From an optimization exercise on the open Yosys and OpenROAD flow, aimed at small area, a short achievable clock period and few clock cycles; shortcuts taken in it are not production practice.
Function was checked by simulation only, so behaviour that the tests miss may differ from the original.
No activity file was given, so power comes from the tool's default toggle rates.

Setup of exp/xenon:
// Top_lvl
module Top_lvl (clk,start,mem_addr,mem_data,MIN_WEIGHT,MIN_PATH_NODES,donee);
input clk,start;
output [17:0] mem_addr;
input [17:0] mem_data;
output [14:0] MIN_WEIGHT;
output [17:0] MIN_PATH_NODES;  
output donee;
localparam V0=3'd0, V1=3'd1, V2=3'd2, WK=3'd3, DN=3'd4, FIN=3'd5;
reg [2:0] st;
reg [3:0] d;             
reg [17:0] x;            
reg [14:0] bud;          
reg pr;                  
reg dn;                  
reg [14:0] wmin;         
reg [17:0] best;         
reg [3:0] bd;            
reg [2:0] T;             
reg tv;                  
reg [17:0] S [1:7];      
reg [1:0]  R [1:7];      
reg [14:0] W [1:7];      
reg tv2;
reg [2:0] T2;
integer l;
always @* begin
  tv2 = 1'b0; T2 = 3'd1;
  for (l = 1; l <= 7; l = l + 1)
    if (l < T && R[l] != 2'd0) begin tv2 = 1'b1; T2 = l; end
end
wire [2:0] bdm1 = bd[2:0] - 3'd1;       
wire [17:0] sr = S[T];
wire [1:0] RT = R[T];
wire [17:0] nx1 = sr + 18'd1;           
wire [17:0] xk = x + {16'd0, 1'b1, st == V2};    
wire [17:0] best1 = best + 18'd1;       
wire [11:0] w = mem_data[11:0];
wire [2:0] nc = mem_data[2:0];
wire prune = (bud[14:12] == 3'd0) && (w >= bud[11:0]);
wire gone = (bud[14:12] == 3'd0) && (w[11:8] > bud[11:8]);    
wire end1 = gone || d[3];               
wire end2 = pr || (nc == 3'd0);
wire v1 = (st == V1), v2 = (st == V2);
wire [14:0] bw = bud - {3'b000, w};     
wire [2:0] dm1 = d[2:0] - 3'd1;         
wire [14:0] wp = wmin - ((st == V0) ? W[dm1] : v1 ? bw : bud);
wire fin = (v1 && end1) || (v2 && end2);    
  ...
Size: roughly 72 I/O pins, ~18000 µm² of cells after synthesis.
clock: 7.5 ns
lec_check: 0
cap_margin: 20
core_margin: 2
core_utilization: 55
cts_cluster_diameter: 60
cts_cluster_size: 24
place_density: 0.7
setup_slack_margin: 2.5
slew_margin: 20
run.sh (not shown) runs the stock make flow with config.mk's settings and CLKGATE_MAP_FILE= SYNTH_SCRIPT=/design/flow/synth_recipe.tcl, a recipe that flattens the netlist after the stock synthesis.
exp/xenon finished end to end and its layout was clean on timing, DRC and antenna.
Testbench counts of exp/xenon, summed over its fixed seeds: cycles 13,855.
For exp/lagoon, these inputs were changed with respect to exp/xenon:
- swapping 24 for 32 in CTS_CLUSTER_SIZE
- swapping 2.5 for 2.25 in SETUP_SLACK_MARGIN
Diff exp/xenon -> exp/lagoon | number of global-route vias before repair | down slightly
For power in sequential cells, exp/xenon and exp/lagoon come out practically identical.
Re post-detailed-placement cell area: exp/xenon and exp/lagoon aren't equal, and the higher value belongs to exp/xenon.
From exp/xenon to exp/lagoon the numbers moved as follows: average instance area after synthesis barely changed, register-to-register slack dropped 0.02 ns.
Looking at exp/xenon and exp/lagoon, the global routing usage on met2 is a wash.
Diff exp/xenon -> exp/lagoon: filler-free cell count of the finished design down 0.64%; met1 routed wirelength after detailed routing went up by 3.1%.
Edits applied to the flow inputs when going from exp/lagoon to exp/maple:
- CTS_CLUSTER_SIZE changed from 32 to 24
==> comparison <==
Power dissipated by switching net loads across exp/lagoon and exp/maple: no real change.
Diff exp/maple..exp/lagoon | total power | negligible
Diff exp/lagoon -> exp/maple: clock power share about even, sequential fraction of total cell area about even.
Against exp/lagoon, exp/maple comes in 0.011 ns lower on setup slack.
The inputs of exp/zinc differ from those of exp/maple as listed below.
- removing PLACE_DENSITY (formerly 0.7)
- changing SETUP_SLACK_MARGIN from 2.25 to 2.0
--- outcome ---
Power ends up higher on exp/maple. exp/zinc: cell area is about 2.5% lower than what exp/maple reported. exp/zinc: total number of nets in the final design is 2.0% lower than what exp/maple reported. exp/zinc ended with more final critical path time including I/O delays and setup than exp/maple. Going from exp/maple to exp/zinc, total power divided by cell area went up 1.6%; number of gates given a new drive strength after cts went down 30%; post-CTS setup repair buffer count now sits lower. Lower worst hold path stage count among exp/maple and exp/zinc: exp/zinc.

* * *

job 101:
The RTL this note starts from:
==> flow/design.v <==
module Top_lvl (clk,start,mem_addr,mem_data,MIN_WEIGHT,MIN_PATH_NODES,donee);
input clk,start;
output [17:0] mem_addr;
input [17:0] mem_data;
output [14:0] MIN_WEIGHT;
output [17:0] MIN_PATH_NODES;  
output donee;
localparam V0=3'd0, V1=3'd1, V2=3'd2, WK=3'd3, DN=3'd4, FIN=3'd5, WK2=3'd6;
reg [2:0] st;
reg [3:0] d;             
reg [17:0] x;            
reg [14:0] bud;          
reg pr;                  
reg dn;                  
reg [14:0] wmin;         
reg [17:0] best;         
reg [3:0] bd;            
reg [2:0] T;             
reg tv;                  
reg [17:0] S [1:7];      
reg [1:0]  R [1:7];      
reg [11:0] W1;
reg [12:0] W2;
reg [13:0] W3;
reg [14:0] W4, W5, W6;
reg [14:0] Wr;           
reg tv2;
reg [2:0] T2;
integer l;
always @* begin
  tv2 = 1'b0; T2 = 3'd1;
  for (l = 1; l <= 7; l = l + 1)
    if (l < T && R[l] != 2'd0) begin tv2 = 1'b1; T2 = l; end
end
wire [2:0] bdm1 = bd[2:0] - 3'd1;       
wire [17:0] sr = S[T];
wire [1:0] RT = R[T];
wire [17:0] nx1 = sr + 18'd1;           
wire [17:0] xk = x + {16'd0, st != WK2, st == V2 || st == WK2};    
wire [17:0] best1 = best + 18'd1;       
wire [11:0] w = mem_data[11:0];
wire [2:0] nc = mem_data[2:0];
wire prune = (bud[14:12] == 3'd0) && (w >= bud[11:0]);
wire gone = (bud[14:12] == 3'd0) && (w[11:8] > bud[11:8]);    
wire end1 = gone || d[3];               
wire end2 = pr || (nc == 3'd0);
wire v1 = (st == V1), v2 = (st == V2);
wire [14:0] bw = bud - {3'b000, w};     
wire [2:0] dm1 = d[2:0] - 3'd1;         
wire [2:0] wi = d[3] ? 3'd6 : dm1;      
always @* begin
  case (wi)
    3'd1: Wr = {3'b000, W1};
    3'd2: Wr = {2'b00, W2};
    3'd3: Wr = {1'b0, W3};
    3'd4: Wr = W4;
    3'd5: Wr = W5;
    default: Wr = W6;
  endcase
end
wire [14:0] wp = wmin - ((st == V0) ? Wr : v1 ? bw : bud);
wire fin = (v1 && end1) || (v2 && end2);    
wire leaf = fin && !(v1 ? prune : pr);      
wire over = (fin && !tv && !leaf) || (st == FIN);    
reg [17:0] addr;
always @* begin
  if (st == V0) addr = mem_data;
  else if (((v1 || v2) && !fin) || st == WK2) addr = xk;
  else addr = tv ? sr : best1;
end
assign mem_addr = start ? 18'd0 : addr;
assign MIN_WEIGHT = wmin;
assign donee = dn || (over && bd <= 4'd2);
assign MIN_PATH_NODES = (st != DN || d == 4'd1) ? 18'd0 : (d > bd) ? 18'h3FFFF : sr;
reg sw, rw, ww;
reg [2:0] si;
reg [17:0] sd;
reg [1:0] rd;
always @* begin
  sw = 1'b0; rw = 1'b0; ww = 1'b0; si = d[2:0]; sd = x + 18'd4; rd = nc[1:0] - 2'd1;
  if (v2 && !end2) begin sw = 1'b1; rw = 1'b1; ww = 1'b1; end
  if (fin && tv) begin sw = 1'b1; rw = 1'b1; si = T; sd = nx1; rd = RT - 2'd1; end
  if (over) begin sw = (bd >= 4'd2); si = bdm1; sd = best; end
  if (st == WK) begin sw = 1'b1; si = dm1; sd = mem_data; end
end
always @(posedge clk) begin
  if (sw) S[si] <= sd;
  if (rw) R[si] <= rd;
  if (ww) case (si)
    3'd1: W1 <= wp[11:0];
    3'd2: W2 <= wp[12:0];
    3'd3: W3 <= wp[13:0];
    3'd4: W4 <= wp;
    3'd5: W5 <= wp;
    3'd6: W6 <= wp;
    default: ;
  endcase
end
always @(posedge clk) begin
  if (start) begin
    st <= V1; d <= 4'd1; x <= 18'd0;
    bud <= 15'h7FFF; wmin <= 15'h7FFF; dn <= 1'b0; tv <= 1'b0;
  end else begin
    case (st)
      V0: begin
        x <= mem_data;
        if (!d[3]) bud <= wp;    
        st <= V1;
      end
      V1: begin
        if (!d[3]) bud <= bw;
        else if (!prune) bud <= {3'b000, w};
        pr <= prune;
        if (!end1) st <= V2;
      end
      V2: if (!end2) begin
        d <= d + 4'd1;
        st <= V0;
        if (nc[2:1] != 2'b00) begin T <= d[2:0]; tv <= 1'b1; end
      end
      WK: begin
        x <= mem_data;
        d <= d - 4'd1;
        st <= WK2;
        if (d == 4'd2) begin st <= DN; d <= 4'd2; T <= 3'd1; end
      end
      WK2: begin
        st <= WK;
        if (d == 4'd2) dn <= 1'b1;
      end
      DN: begin
        if (d <= 4'd8) d <= d + 4'd1;
        T <= T + 3'd1;
      end
      default: ;
    endcase
    if (leaf) begin wmin <= wp; best <= x; bd <= d; end
    if (fin) begin
      if (tv) begin
        d <= {1'b0, T} + 4'd1;
        st <= V0;
        if (RT == 2'd1) begin T <= T2; tv <= tv2; end
      end else if (leaf) st <= FIN;
    end
    if (over) begin
      d <= bd - 4'd1;
      if (bd >= 4'd3) begin
        st <= WK;
        if (bd == 4'd3) dn <= 1'b1;
      end else begin
        st <= DN; dn <= 1'b1; d <= 4'd2; T <= 3'd1;
      end
    end
  end
end
endmodule  
clock: 7.5 ns
lec_check: 0
cap_margin: 20
core_margin: 2
core_utilization: 55
cts_cluster_diameter: 45
cts_cluster_size: 40
place_density: 0.7
setup_slack_margin: 2.5
slew_margin: 20
standard.sh (not shown) runs the stock make flow with config.mk's settings and CLKGATE_MAP_FILE= SYNTH_SCRIPT=/design/flow/synth_recipe.tcl, a recipe that flattens the netlist after the stock synthesis.
==> flow/flow/run.sh <==
#!/bin/bash
# The standard layout (standard.sh: ORFS from the standard synthesis to the
# routed layout), with one change: the port buffers that global placement
# inserts are plain buffers (buf_4) instead of the resizer's default pick, a
# delay cell (clkdlybuf4s50_1). make's full output goes to standard.log; ORFS
# keeps each step's own log under orfs/logs/.
set -euo pipefail
export BUFFER_PORTS_ARGS="-buffer_cell sky130_fd_sc_hd__buf_4"
bash standard.sh > standard.log 2>&1
Testbench counts of job 101, summed over its fixed seeds: cycles 13,933.
[inputs] job 102 vs job 101
- changing CTS_CLUSTER_DIAMETER from 45 to 60
- changing CTS_CLUSTER_SIZE from 40 to 24
Findings:
- Job 102 has completed all stages; timing, DRC and antenna checks passed.
- Taking job 101 as the reference, in job 102 sequential share of the synthesized area was more or less identical, count of nets after finishing went down by about 0.7%, register area was more or less identical, maximum frequency from static timing analysis went up by 2.3 MHz.
- Setup slack: job 102 more than job 101
Relative to job 102, the following input files were edited for job 103:
- swapping 55 for 60 in CORE_UTILIZATION
- swapping 0.7 for 0.75 in PLACE_DENSITY
--- outcome ---
- The final reports for job 103 and job 102 show number of DRC violations after detailed-routing iteration 0 lower in the former.
- On die footprint, the lower figure sits with job 103, not job 102.
- On gate count of the mapped netlist, job 103 and job 102 are neck and neck.
Edits applied to the flow inputs when going from job 103 to job 104:
- SETUP_SLACK_MARGIN now 2.25, was 2.5
- CORE_UTILIZATION now 55, was 60
- PLACE_DENSITY now 0.7, was 0.75
==> run summary <==
Max global-route wire length before repair across job 104 and job 103: job 104. | wire length | job 103 vs job 104 | ≈ equal |. Job 103 → job 104: post-route fraction of the period consumed by the critical path held steady; relative contribution of sequential cells to total power held steady; number of global-route vias before repair shrank by 1.2%; clock period minus final worst setup slack grew by 0.0099 ns. Compared with job 103, job 104 shows a lower share of cell area taken by multi-input logic gates. Worst setup path endpoint = mem_addr[1]: job 104; worst setup path endpoint = mem_addr[0]: job 103.

-- what the ideal ports hide --
How much do the figures lean on ideal ports? The routed layouts below were timed once more, with nothing changed but the port constraints.
Step 1: set_driving_cell puts a clkbuf_16 on clk and a buf_2 on each other input, an assumption about the parent block.
Step 2 moves the port delays by t, midway between the first and last clock arrival at a register: inputs arrive t later, outputs are due t later. That takes back most of the time a late clock gives input paths.
Slacks: ideal ports / drivers / drivers and shift; pairs: ideal ports / drivers.
run	shift t [ns]	setup WS [ns]	worst setup path after step 2	pins driven straight from the clock port
exp/xenon	0.609	2.238 / 2.170 / 2.047	input to register	1
exp/lagoon	0.619	2.323 / 2.253 / 1.914	input to register	1
exp/maple	0.613	2.311 / 2.245 / 1.870	input to register	1
exp/zinc	0.632	2.055 / 2.030 / 1.605	input to register	1
job 101	0.587	2.336 / 2.280 / 1.979	input to register	1
job 102	0.613	2.396 / 2.330 / 1.947	input to register	1
job 103	0.610	2.324 / 2.258 / 1.907	input to register	1
job 104	0.620	2.314 / 2.267 / 1.851	input to register	1
After both steps setup and hold are still met in every run listed. The setup slack of job 104, which loses most, moves by -0.047 ns with the drivers and by -0.463 ns with both steps.
